Context: an optimization exercise on an open-source flow, tuned for small area. The choices shown serve that exercise and are no tape-out recipe. Function was checked by simulation only, so behaviour that the tests miss may differ from the original. Power figures rest on the tool's default switching activity, not on a simulated workload.

<file path="design.v">
module registro #(
    parameter DATA_WIDTH = 8
) (
    input  wire [DATA_WIDTH-1:0] D,
    input  wire                  clk,
    input  wire                  ena,
    input  wire                  reset_n,
    output reg  [DATA_WIDTH-1:0] Q
);
   always @(posedge clk) begin
      if (!reset_n)
        Q <= {DATA_WIDTH{1'b0}};
      else if (ena)
        Q <= D;
   end
endmodule
module registro8 (
    input  wire [7:0] D,
    input  wire       clk,
    input  wire       ena,
    input  wire       reset_n,
    output reg  [7:0] Q
);
   always @(posedge clk) begin
      if (!reset_n)
        Q <= 8'h00;
      else if (ena)
        Q <= D;
   end
endmodule
module codificador (
    input  wire [7:0] input_,
    output wire       output_
);
   wire [3:0] sum;
   assign sum = {3'b000, input_[0]} + {3'b000, input_[1]} + {3'b000, input_[2]} +
                {3'b000, input_[3]} + {3'b000, input_[4]} + {3'b000, input_[5]} +
                {3'b000, input_[6]} + {3'b000, input_[7]};
   assign output_ = ~sum[0];
endmodule
module contador104us #(
    parameter DATA_WIDTH = 8,
    parameter MAX_NUM    = 157
) (
    input  wire clk,
    input  wire ena,
    input  wire reset_n,
    output wire out_cont
);
   wire [DATA_WIDTH-1:0] s1, s2, s3;
   wire                  s4;
   registro #(.DATA_WIDTH(DATA_WIDTH))
     f1 (.D(s2), .clk(clk), .ena(ena), .reset_n(reset_n), .Q(s1));
   assign s4 = (s1 == MAX_NUM) ? 1'b1 : 1'b0;
   assign s2 = s4 ? {DATA_WIDTH{1'b0}} : s3;
   assign s3 = s1 + 1'b1;
   assign out_cont = s4;
endmodule
module usart_trans_sm (
    input  wire       clk,
    input  wire       reset_n,
    input  wire       ena_in,
    input  wire       in_cont,
    output reg        ena_cont,
    output reg  [3:0] control_mux
);
   localparam IDLE  = 4'd0;
   localparam START = 4'd1;
   localparam D0    = 4'd2;
   localparam D1    = 4'd3;
   localparam D2    = 4'd4;
   localparam D3    = 4'd5;
   localparam D4    = 4'd6;
   localparam D5    = 4'd7;
   localparam D6    = 4'd8;
   localparam D7    = 4'd9;
   localparam P     = 4'd10;
   reg [3:0] CS, NS;
   always @(posedge clk) begin
      if (!reset_n)
        CS <= IDLE;
      else
        CS <= NS;
   end
   always @(*) begin
      case (CS)
        IDLE:    NS = ena_in  ? START : IDLE;
        START:   NS = in_cont ? D0    : START;
        D0:      NS = in_cont ? D1    : D0;
        D1:      NS = in_cont ? D2    : D1;
        D2:      NS = in_cont ? D3    : D2;
        D3:      NS = in_cont ? D4    : D3;
        D4:      NS = in_cont ? D5    : D4;
        D5:      NS = in_cont ? D6    : D5;
        D6:      NS = in_cont ? D7    : D6;
        D7:      NS = in_cont ? P     : D7;
        P:       NS = in_cont ? IDLE  : P;
        default: NS = IDLE;
      endcase
   end
   always @(*) begin
      case (CS)
        IDLE:    begin ena_cont = 1'b0; control_mux = 4'b0000; end
        START:   begin ena_cont = 1'b1; control_mux = 4'b0001; end
        D0:      begin ena_cont = 1'b1; control_mux = 4'b0010; end
        D1:      begin ena_cont = 1'b1; control_mux = 4'b0011; end
        D2:      begin ena_cont = 1'b1; control_mux = 4'b0100; end
        D3:      begin ena_cont = 1'b1; control_mux = 4'b0101; end
        D4:      begin ena_cont = 1'b1; control_mux = 4'b0110; end
        D5:      begin ena_cont = 1'b1; control_mux = 4'b0111; end
        D6:      begin ena_cont = 1'b1; control_mux = 4'b1000; end
        D7:      begin ena_cont = 1'b1; control_mux = 4'b1001; end
        P:       begin ena_cont = 1'b1; control_mux = 4'b1010; end
        default: begin ena_cont = 1'b0; control_mux = 4'b0000; end
      endcase
   end
endmodule
module usart_trans #(
    parameter DATA_WIDTH = 7,
    parameter MAX_NUM    = 105
) (
    input  wire [7:0] data_in,
    input  wire       ena_in,
    input  wire       clk,
    input  wire       reset_n,
    output reg        data_out
);
   wire [7:0] s1;
   wire [3:0] s2;
   wire       s3, s4, s5;
   wire       start = 1'b0;
   wire       idle  = 1'b1;
   registro8 f1 (.D(data_in), .clk(clk), .ena(ena_in), .reset_n(reset_n), .Q(s1));
   codificador f2 (.input_(s1), .output_(s5));
   usart_trans_sm f3 (.clk(clk), .reset_n(reset_n), .ena_in(ena_in), .in_cont(s4),
                      .ena_cont(s3), .control_mux(s2));
   contador104us #(.DATA_WIDTH(DATA_WIDTH), .MAX_NUM(MAX_NUM))
     f4 (.clk(clk), .ena(s3), .reset_n(reset_n), .out_cont(s4));
   always @(*) begin
      case (s2)
        4'b0000: data_out = idle;
        4'b0001: data_out = start;
        4'b0010: data_out = s1[0];
        4'b0011: data_out = s1[1];
        4'b0100: data_out = s1[2];
        4'b0101: data_out = s1[3];
        4'b0110: data_out = s1[4];
        4'b0111: data_out = s1[5];
        4'b1000: data_out = s1[6];
        4'b1001: data_out = s1[7];
        4'b1010: data_out = s5;
        default: data_out = idle;
      endcase
   end
endmodule
module avr109rx (
		 input rst,
		 input clk,
		 output[7:0] rx_data,
		 output rx_avail,
		 input rxd,
		 input rx_enabled
		 );
   parameter CLK_FREQUENCY = 1000000;
   parameter BAUD_RATE = 19200;
   function integer log2;
      input integer value;
      begin
         value = value-1;
         for (log2=0; value>0; log2=log2+1)
           value = value>>1;
      end
   endfunction
   localparam BAUDDIV = (CLK_FREQUENCY / BAUD_RATE);
   localparam LOG2_BAUDDIV = log2(BAUDDIV);
   reg [7:0] rxshift_d, rxshift_q;
   reg 	     rx_active_d, rx_active_q;
   reg 	     rx_done_d, rx_done_q;
   reg [3:0] rxcnt_d,   rxcnt_q;
   reg [LOG2_BAUDDIV-1:0] rxbaud_d, rxbaud_q;
   assign rx_data = rxshift_q;
   assign rx_avail = rx_done_q;
   always @(*) begin
      rx_active_d = rx_active_q;
      rx_done_d = 1'b0;
      if (rx_active_q) begin
	 rxshift_d = rxshift_q;
	 rxcnt_d = rxcnt_q;
	 if (rxbaud_q == BAUDDIV-1) begin
	    if (rxcnt_q == 9) begin
	       if (rxd) begin
		  rx_active_d = 1'b0;
		  rx_done_d = 1'b1;
	       end
	    end else begin
	       rxshift_d = {rxd, rxshift_q[7:1]};
	       rxcnt_d = rxcnt_q + 1;
	    end
	    rxbaud_d = 0;
	 end else begin
	    rxbaud_d = rxbaud_q + 1;
	 end
      end else begin
	 rxshift_d = {8{1'b0}};
	 rxcnt_d = 0;
	 rxbaud_d = BAUDDIV/2;
	 if (~rxd) begin
	    rx_active_d = 1'b1;
	 end
      end
   end
   always @(posedge clk) begin
      if (rst | ~rx_enabled) begin
	 rxshift_q <= {8{1'b0}};
	 rx_active_q <= 1'b0;
	 rx_done_q <= 1'b0;
	 rxcnt_q <= 0;
	 rxbaud_q <= 0;
      end else begin
	 rxshift_q <= rxshift_d;
	 rx_active_q <= rx_active_d;
	 rx_done_q <= rx_done_d;
	 rxcnt_q <= rxcnt_d;
	 rxbaud_q <= rxbaud_d;
      end
   end
endmodule  
module avr109tx (
		 input rst,
		 input clk,
		 input[7:0] tx_data,
		 input tx_avail,
		 output txd,
		 output tx_ready
		 );
   parameter CLK_FREQUENCY = 1000000;
   parameter BAUD_RATE = 19200;
   function integer log2;
      input integer value;
      begin
         value = value-1;
         for (log2=0; value>0; log2=log2+1)
           value = value>>1;
      end
   endfunction
   localparam BAUDDIV = (CLK_FREQUENCY / BAUD_RATE);
   localparam LOG2_BAUDDIV = log2(BAUDDIV);
   reg [8:0] 		txshift_d, txshift_q;
   reg [3:0] 	   txcnt_d, txcnt_q;
   reg		   tx_active_d, tx_active_q;
   reg [LOG2_BAUDDIV-1:0] txbaud_d, txbaud_q;
   assign txd = txshift_q[0];
   assign tx_ready = ~tx_active_q;
   always @(*) begin
      txshift_d = txshift_q;
      txcnt_d = txcnt_q;
      tx_active_d = tx_active_q;
      txbaud_d = txbaud_q;
      if (tx_active_q) begin
	 if (txbaud_q == BAUDDIV-1) begin
	    txshift_d = {1'b1, txshift_q[8:1]};
	    if (txcnt_q == 9)
	       tx_active_d = 0;
	    txcnt_d = txcnt_q + 1;
	    txbaud_d = 0;
	 end else begin
	    txbaud_d = txbaud_q + 1;
	 end
      end else if (tx_avail) begin
	 txshift_d = {tx_data, 1'b0};
	 txcnt_d = 0;
	 txbaud_d = 0;
	 tx_active_d = 1;
      end
   end
   always @(posedge clk) begin
      if (rst) begin
	 txshift_q <= 9'b111111111;
	 txcnt_q <= 4'b0;
	 tx_active_q <= 1'b0;
	 txbaud_q <= {LOG2_BAUDDIV{1'b0}};
      end else begin
	 txshift_q <= txshift_d;
	 txcnt_q <= txcnt_d;
	 tx_active_q <= tx_active_d;
	 txbaud_q <= txbaud_d;
      end
   end
endmodule  
module avr109 (
	       input rst,
	       input clk,
	       input rxd,
	       output txd,
	       output intercept_mode,
	       output prog_mode,
	       output[15:0] prog_addr,
	       output[15:0] prog_data,
	       input[15:0] prog_data_in,
	       output prog_low,
	       output prog_high,
	       output[7:0] debug
	       );
   parameter CLK_FREQUENCY = 1000000;
   parameter BAUD_RATE = 9600;
   parameter VERSION_HIGH = "1";
   parameter VERSION_LOW = "0";
   reg 	     tx_avail_d, tx_avail_q;
   reg [7:0] tx_data_d, tx_data_q;
   reg [4:0] state_d, state_q;
   reg [7:0] cnt_d, cnt_q;
   reg [15:0] addr_d, addr_q;
   reg 	      prog_strobe;
   reg        prog_mode_d, prog_mode_q;
   wire       tx_ready;
   wire       rx_avail;
   wire [7:0] rx_data;
   wire       rx_enabled;
   wire       send_ok;
   assign     prog_addr = {1'b0,addr_q[15:1]};
   assign     prog_data = {rx_data,rx_data};
   assign     prog_mode = prog_mode_q;
   assign     prog_low = prog_strobe & ~addr_q[0];
   assign     prog_high = prog_strobe & addr_q[0];
   assign     send_ok = tx_ready & ~tx_avail_q;
   assign debug = {intercept_mode, rxd, txd, state_q};
   localparam STATE_INACTIVE    = 0;
   localparam STATE_ATTACHING   = 1;
   localparam STATE_IDLE        = 2;
   localparam STATE_BAD_COMMAND = 3;
   localparam STATE_GET_V_HIGH  = 4;
   localparam STATE_GET_V_LOW   = 5;
   localparam STATE_SEND_Y      = 6;
   localparam STATE_GET_BS_Y    = 7;
   localparam STATE_GET_BS_HI   = 8;
   localparam STATE_GET_BS_LO   = 9;
   localparam STATE_SEND_00     = 10;
   localparam STATE_IGNORE_DATA = 11;
   localparam STATE_ACK_CMD     = 12;
   localparam STATE_SET_ADDR_HI = 13;
   localparam STATE_SET_ADDR_LO = 14;
   localparam STATE_SET_CNT_HI  = 16;
   localparam STATE_SET_CNT_LO  = 17;
   localparam STATE_CHECK_FLASH = 18;
   localparam STATE_PROG_GET    = 19;
   localparam STATE_PROG_PUT    = 20;
   localparam STATE_EXIT1       = 21;
   localparam STATE_EXIT2       = 22;
   localparam STATE_SET_CNT_HI2  = 24;
   localparam STATE_SET_CNT_LO2  = 25;
   localparam STATE_CHECK_FLASH2 = 26;
   localparam STATE_READ_GET    = 27;
   localparam STATE_READ_PUT    = 28;
	assign     intercept_mode = (state_q >= STATE_IDLE);
   avr109tx #(.CLK_FREQUENCY(CLK_FREQUENCY), .BAUD_RATE(BAUD_RATE))
            avr109tx_inst(.rst(rst), .clk(clk),
			  .tx_data(tx_data_q), .tx_avail(tx_avail_q),
			  .txd(txd), .tx_ready(tx_ready));
   avr109rx #(.CLK_FREQUENCY(CLK_FREQUENCY), .BAUD_RATE(BAUD_RATE))
            avr109rx_inst(.rst(rst), .clk(clk),
			  .rx_data(rx_data), .rx_avail(rx_avail),
			  .rxd(rxd), .rx_enabled(rx_enabled));
   assign rx_enabled = 1'b1;
   always @(*) begin
      tx_avail_d = 0;
      tx_data_d = 8'h00;
      state_d = state_q;
      cnt_d = cnt_q;
      addr_d = addr_q;
      prog_strobe = 1'b0;
      prog_mode_d = prog_mode_q;
      case (state_q)
	STATE_INACTIVE: begin
	   cnt_d = 0;
	   prog_mode_d = 0;
	   if (rx_avail & (rx_data == 8'h1b))
	     state_d = STATE_ATTACHING;
	end
	STATE_ATTACHING: begin
	   if (rx_avail) begin
	      if (rx_data != ((cnt_q&1)? 8'h1b : 8'haa))
		state_d = STATE_INACTIVE;
	      else begin
		 cnt_d[2:0] = cnt_q[2:0] + 1;
		 if (cnt_q[2:0] == 5)
		   state_d = STATE_IDLE;
	      end
	   end
	end
	STATE_IDLE: begin
	   if (rx_avail) begin
	      case (rx_data)
		8'h0a, 8'h1b: ;
		8'h41: state_d = STATE_SET_ADDR_HI;
		8'h42: state_d = STATE_SET_CNT_HI;
		8'h45: state_d = STATE_EXIT1;
		8'h4c: begin
		   prog_mode_d = 1'b0;
		   state_d = STATE_ACK_CMD;
		end
		8'h50: begin
		   prog_mode_d = 1'b1;
		   state_d = STATE_ACK_CMD;
		end
		8'h54: state_d = STATE_IGNORE_DATA;
		8'h56: state_d = STATE_GET_V_HIGH;
		8'h61: state_d = STATE_SEND_Y;
		8'h62: state_d = STATE_GET_BS_Y;
		8'h67: state_d = STATE_SET_CNT_HI2;
		8'h74: state_d = STATE_SEND_00;
		default: state_d = STATE_BAD_COMMAND;
	      endcase  
	   end
	end
	STATE_BAD_COMMAND: begin
	   if (send_ok) begin
	      tx_data_d = 8'h3f;
	      tx_avail_d = 1'b1;
	      state_d = STATE_IDLE;
	   end
	end
	STATE_GET_V_HIGH: begin
	   if (send_ok) begin
	      tx_data_d = VERSION_HIGH;
	      tx_avail_d = 1'b1;
	      state_d = STATE_GET_V_LOW;
	   end
	end
	STATE_GET_V_LOW: begin
	   if (send_ok) begin
	      tx_data_d = VERSION_LOW;
	      tx_avail_d = 1'b1;
	      state_d = STATE_IDLE;
	   end
	end
	STATE_SEND_Y: begin
	   if (send_ok) begin
	      tx_data_d = 8'h59;
	      tx_avail_d = 1'b1;
	      state_d = STATE_IDLE;
	   end
	end
	STATE_GET_BS_Y: begin
	   if (send_ok) begin
	      tx_data_d = 8'h59;
	      tx_avail_d = 1'b1;
	      state_d = STATE_GET_BS_HI;
	   end
	end
	STATE_GET_BS_HI: begin
	   if (send_ok) begin
	      tx_data_d = 8'h00;
	      tx_avail_d = 1'b1;
	      state_d = STATE_GET_BS_LO;
	   end
	end
	STATE_GET_BS_LO: begin
	   if (send_ok) begin
	      tx_data_d = 8'hff;
	      tx_avail_d = 1'b1;
	      state_d = STATE_IDLE;
	   end
	end
	STATE_SEND_00: begin
	   if (send_ok) begin
	      tx_data_d = 8'h00;
	      tx_avail_d = 1'b1;
	      state_d = STATE_IDLE;
	   end
	end
	STATE_IGNORE_DATA: begin
	   if (rx_avail)
	     state_d = STATE_ACK_CMD;
	end
	STATE_ACK_CMD: begin
	   if (send_ok) begin
	      tx_data_d = 8'h0d;
	      tx_avail_d = 1'b1;
	      state_d = STATE_IDLE;
	   end
	end
	STATE_SET_ADDR_HI: begin
	   if (rx_avail) begin
	      addr_d[15:8] = rx_data;
	      state_d = STATE_SET_ADDR_LO;
	   end
	end
	STATE_SET_ADDR_LO: begin
	   if (rx_avail) begin
	      addr_d[7:0] = rx_data;
	      state_d = STATE_ACK_CMD;
	   end
	end
	STATE_SET_CNT_HI: begin
	   if (rx_avail) begin
	      if (rx_data == 0)
		state_d = STATE_SET_CNT_LO;
	      else
		state_d = STATE_BAD_COMMAND;
	   end
	end
	STATE_SET_CNT_LO: begin
	   if (rx_avail) begin
	      cnt_d = rx_data;
	      state_d = STATE_CHECK_FLASH;
	   end
	end
	STATE_CHECK_FLASH: begin
	   if (rx_avail) begin
	      if (rx_data == 8'h46)
		state_d = (cnt_q == 0? STATE_ACK_CMD : STATE_PROG_GET);
	      else
		state_d = STATE_BAD_COMMAND;
	   end
	end
	STATE_PROG_GET: begin
	   if (rx_avail) begin
	      cnt_d = cnt_q - 1;
	      state_d = STATE_PROG_PUT;
	      prog_strobe = 1'b1;
	   end
	end
	STATE_PROG_PUT: begin
	   addr_d = addr_q + 1;
	   state_d = (cnt_q == 0? STATE_ACK_CMD : STATE_PROG_GET);
	end
	STATE_SET_CNT_HI2: begin
	   if (rx_avail) begin
	      if (rx_data == 0)
		state_d = STATE_SET_CNT_LO2;
	      else
		state_d = STATE_BAD_COMMAND;
	   end
	end
	STATE_SET_CNT_LO2: begin
	   if (rx_avail) begin
	      cnt_d = rx_data;
	      state_d = STATE_CHECK_FLASH2;
	   end
	end
	STATE_CHECK_FLASH2: begin
	   if (rx_avail) begin
	      if (rx_data == 8'h46)
		state_d = (cnt_q == 0? STATE_IDLE : STATE_READ_GET);
	      else
		state_d = STATE_BAD_COMMAND;
	   end
	end
	STATE_READ_GET: begin
	   tx_data_d = (addr_q[0]? prog_data_in[15:8]:prog_data_in[7:0]);
	   if (send_ok) begin
	      tx_avail_d = 1'b1;
	      cnt_d = cnt_q - 1;
	      state_d = STATE_READ_PUT;
	   end
	end
	STATE_READ_PUT: begin
	   addr_d = addr_q + 1;
	   state_d = (cnt_q == 0? STATE_IDLE : STATE_READ_GET);
	end
	STATE_EXIT1: begin
	   if (send_ok) begin
	      tx_data_d = 8'h0d;
	      tx_avail_d = 1'b1;
	      state_d = STATE_EXIT2;
	   end
	end
	STATE_EXIT2: begin
	   if (send_ok)
	     state_d = STATE_INACTIVE;
	end
      endcase  
   end
   always @(posedge clk) begin
      if (rst) begin
	 tx_avail_q <= 1'b0;
	 tx_data_q <= 8'h00;
	 state_q <= STATE_INACTIVE;
	 cnt_q <= 0;
	 addr_q <= 0;
	 prog_mode_q <= 1'b0;
      end else begin
	 tx_avail_q <= tx_avail_d;
	 tx_data_q <= tx_data_d;
	 state_q <= state_d;
	 cnt_q <= cnt_d;
	 addr_q <= addr_d;
	 prog_mode_q <= prog_mode_d;
      end
   end
endmodule  
module AVR_109 (
    input  wire [7:0]  data_in,
    input  wire        ena_in,
    input  wire        clk,
    input  wire        reset_n,
    input  wire [15:0] prog_data_in,
    output wire        prog_mode,
    output wire [15:0] prog_addr,
    output wire [15:0] prog_data,
    output wire        prog_low,
    output wire        prog_high,
    output wire        txd,
    output wire        intercept_mode,
    output wire [7:0]  debug
);
   wire s1, s2;
   usart_trans f1 (.data_in(data_in), .ena_in(ena_in), .clk(clk), .reset_n(reset_n),
                   .data_out(s1));
   assign s2 = ~reset_n;
   avr109 f2 (.rst(s2), .clk(clk), .rxd(s1), .txd(txd), .intercept_mode(intercept_mode),
              .prog_mode(prog_mode), .prog_addr(prog_addr), .prog_data(prog_data),
              .prog_data_in(prog_data_in), .prog_low(prog_low), .prog_high(prog_high),
              .debug(debug));
endmodule
</file>
<file path="run.sh">
#!/bin/bash
# synth_recipe.tcl (not shown) runs the flow's synth.tcl, then flattens the netlist and writes it again
# the make line also repeats each setting of config.mk as NAME=value (left out here)
make -C /OpenROAD-flow-scripts/flow DESIGN_CONFIG=/design/flow/config.mk WORK_HOME=/design/flow/orfs CLKGATE_MAP_FILE= SYNTH_SCRIPT=/design/flow/synth_recipe.tcl finish
</file>
<file path="config.mk">
export PLATFORM = sky130hd
export DESIGN_NAME = AVR_109
export DESIGN_NICKNAME = AVR_109
export VERILOG_FILES = /design/flow/design.v
export SDC_FILE = /design/flow/constraint.sdc
export NUM_CORES = 4
export LEC_CHECK = 0
export CAP_MARGIN = 20
export CORE_MARGIN = 2
export CORE_UTILIZATION = 40
export SLEW_MARGIN = 20
</file>
<file path="constraint.sdc">
create_clock -name core_clock -period 4.0 [get_ports {clk}]
set_input_delay 0.8000 -clock core_clock [delete_from_list [all_inputs] [get_ports {clk}]]
set_output_delay 0.8000 -clock core_clock [all_outputs]
set_load 0.01 [all_outputs]
</file>
==> impl_metrics.json <==
{
  "startpoint": "f2.state_q[0]$_SDFFE_PN0P_",
  "nets": 899,
  "path_clk_slew_ns": 0.07,
  "final_cell_mix": "105 x dfxtp_1, 100 x nand2_1, 82 x nor2_1, 72 x a21oi_1, 70 x clkdlybuf4s50_1",
  "synth_nets": 888,
  "ir_drop_mv": 0.2147,
  "post_cts_buffers": 0,
  "synthSimpleGateAreaFrac_pct": 26.55,
  "finalCriticalPeriod_ns": 3.019,
  "setup_viol": 0,
  "initial_utilization_pct": 41.18,
  "skew_ns": 0.008127,
  "setup_tns_ns": 0,
  "worstSetupPathType": "register to primary output",
  "cts-root-buf": "clkbuf_16",
  "rsz0062_at_grt": "false",
  "cp.arrival_ns": 2.22,
  "core_area_um2": 16000,
  "insertion_delay_ns": 0.36,
  "ys_warn_count": 7,
  "syn_area_per_cell_um2": 7.770,
  "drive_gt1_share_pct": 6.829,
  "ant_nets": 0,
  "synth_top_family_by_area": "simple AND/OR/NAND/NOR gates",
  "track_usage_pct": 19.49,
  "max_freq_mhz": 331.3,
  "synth_area_um2": 6589,
  "wl_per_cell_um": 15.96,
  "crit_chain": "nand2_1 -> or2_1 -> nor4b_1 -> clkdlybuf4s50_1",
  "r2r-start": "f2.state_q[0]$_SDFFE_PN0P_",
  "cts_resized": 0,
  "max_stage_delay_ns": 0.59,
  "maxSlewHeadroom_pct": 42.55,
  "cts_tree": "yes",
  "final_common_cell": "dfxtp_1",
  "path_delay_family": "simple AND/OR/NAND/NOR gates",
  "grt_pass1_vias": 5429,
  "cts_buffers": 9,
  "port_buffers": 70,
  "slew_viol_final": 0,
  "vias": 6079,
  "hp-class": "register to register",
  "final_min_period_over_clock_period_pct": 75.47,
  "grt_max_degree": 35,
  "worst_path_max_delay_cell": "clkdlybuf4s50_1",
  "overflow": 0,
  "die_area_um2": 17520,
  "worst_slack_ns": 0.9812,
  "drt-vias-per-instance": 5.629,
  "status": "complete, no violations",
  "die_w_um": 132.3,
  "h-tree-depth": 3,
  "drc": 0,
  "critPathRequiredTime_ns": 3.20,
  "dp_hpwl_mm": 12.19,
  "gp_congestion": 0.9607,
  "netlist_instances": 848,
  "min_from": "f2.avr109tx_inst.txcnt_q[3]$_SDFFE_PN0P_",
  "antenna_found_initial": 0,
  "synthAdderAreaFrac_pct": 2.469,
  "worstMarginPinSlew_ns": 0.8539,
  "cap_viol_max_count": 0,
  "syn_to_final_growth_pct": 13.71,
  "synth_cell_types": 82,
  "fin_cells": 1080,
  "design_area_um2": 7492,
  "power_density_nw_per_um2": 275.3,
  "dp_slack_ns": 1.335,
  "rows": 46,
  "dr.pass1.iters": 5,
  "leakage_uw": 0.002476,
  "synth_mux_area_share_pct": 4.577,
  "postRouteWirelength_mm": 17.24,
  "diodes": 0,
  "ys_async_sr_fraction_pct": 0,
  "ys_seq_area_share_pct": 31.90,
  "die_h_um": 132.3,
  "worst-path-buf-inv": 1,
  "grt_pass1_wl_mm": 28.03,
  "synth-xor-area-share_pct": 3.323,
  "synth_compound_area_share_pct": 22.71,
  "cts_buffer_depth": 2,
  "synthFlopType": "dfxtp_1",
  "hold_viol": 0,
  "setup.worst_path.end_class": "primary output",
  "synth_edf_count": 0,
  "cp_max_fo": 10,
  "cts_num_sinks": 105,
  "postPlaceCellArea_um2": 7193,
  "hold_buffers": 0,
  "yosys_register_bits": 105,
  "dp.cells": 1064,
  "io_pins": 72,
  "reg2reg_slack_ns": 1.27,
  "dr.first_iter.drc_count": 516,
  "cp-start-kind": "register"
}
[synthesized netlist by cell type, types with 12 or more instances]
cell type | number | area, um^2
ha_1 | 13 | 162.7
o211ai_1 | 14 | 105.1
nor3_1 | 21 | 105.1
a21oi_1 | 72 | 360.4
dfxtp_1 | 105 | 2102
o21ai_0 | 47 | 235.2
buf_2 | 17 | 85.08
xor2_1 | 13 | 113.9
mux2i_1 | 20 | 200.2
nand2b_1 | 13 | 81.33
nand2_1 | 100 | 375.4
inv_1 | 19 | 71.32
xnor2_1 | 12 | 105.1
nand3_1 | 40 | 200.2
nor2_1 | 82 | 307.8
clkbuf_1 | 24 | 90.09
buf_4 | 29 | 217.7
[stage by stage]
stage | power, uW | utilization (%) | hold WS (ns)
finish | 2062 | 46.83 | 0.4524
global route | 2137 | 46.83 | 0.4649
detailed placement | 1197 | 44.96 | 0.4500
global placement | 1196 | 44.96 | 0.4454
CTS | 2092 | 46.83 | 0.4602
floorplan | 1155 | - | 0.4217
[area by class of cell]
| type | count | area, um^2 |
|---|---|---|
| fillers | 1630 | 8508 |
| inverters | 20 | 75.07 |
| clock buffers | 13 | 270.3 |
| flip-flops and latches | 105 | 2102 |
| multi-input cells | 638 | 3933 |
| repair buffers | 85 | 813.3 |
| clock inverters | 3 | 28.78 |
| well taps | 216 | 270.3 |
[logic make-up after synthesis]
family / Yosys count
AND/OR/NAND/NOR: 343
XOR/XNOR: 25
AO/OA/AOI/OAI: 227
multiplexers: 29
adder cells (fa/ha/maj): 13
other: 1
buffers and inverters: 105
flip-flops: 105
[routing by layer]
layer	wire length (um)	global-route usage (%)
met1	8426	27.36
met2	7620	30.08
met3	795	3.230
met4	392	7.109
met5	0	0
[registers in the layout (all words and copies together) (netlist names), 5 cells and up]
name and count:
f2.addr_q 16, f2.avr109tx_inst.txshift_q 9, f1.f1.Q 8, f2.avr109rx_inst.rxshift_q 8, f2.cnt_q 8, f2.tx_data_q 8
f1.f4.f1.Q 7, f2.avr109rx_inst.rxbaud_q 7, f2.avr109tx_inst.txbaud_q 7, f2.state_q 5
[power by group]
part	switching (uW)	total [uW]	internal (uW)
Clock	408	891	483
Sequential	15.2	1070	1060
Combinational	43.5	98.1	54.6
Total	466	2060	1600
[worst paths after layout]
path,to,cells past startpoint
setup / recovery,prog_high,4
hold / removal,f2.avr109tx_inst.txcnt_q[3]$_SDFFE_PN0P_,1
setup reg to reg,f2.addr_q[7]$_SDFFE_PN0P_,7
hold reg to reg,f2.avr109tx_inst.txcnt_q[3]$_SDFFE_PN0P_,1
[worst register-to-register path, delay by kind of cell, from the launching register on]
kind	cells	cell delay (ns)
AOI/OAI and AO/OA	2	0.19
and+or+nand+nor	4	1.94
DFF	1	0.32
buffers and inverters	1	0.22

## separate check: timing with driven ports
No port has a modelled driver above. Below, the same layout with a new extraction and two added sets of constraints.
Step 1 sets driving cells, clkbuf_16 on the clock port and buf_2 on the other inputs (assumed; they add their load-dependent delay and slew).
Step 2 adds t to the input delays and takes it off the output delays; t is the mean of the earliest and latest rising clock arrival at the registers after step 1. Input paths then give back, and output paths get back, about the clock's delay inside the block.
Slacks: ideal ports / drivers / drivers and shift; pairs: ideal ports / drivers.
shift t [ns]: 0.393
setup WS [ns]: 0.981 / 0.940 / 1.272
worst setup path at the end: register to register
After both steps this run still meets setup and hold. For this run, drivers alone change the setup slack by -0.041 ns; drivers and shift together by +0.291 ns.
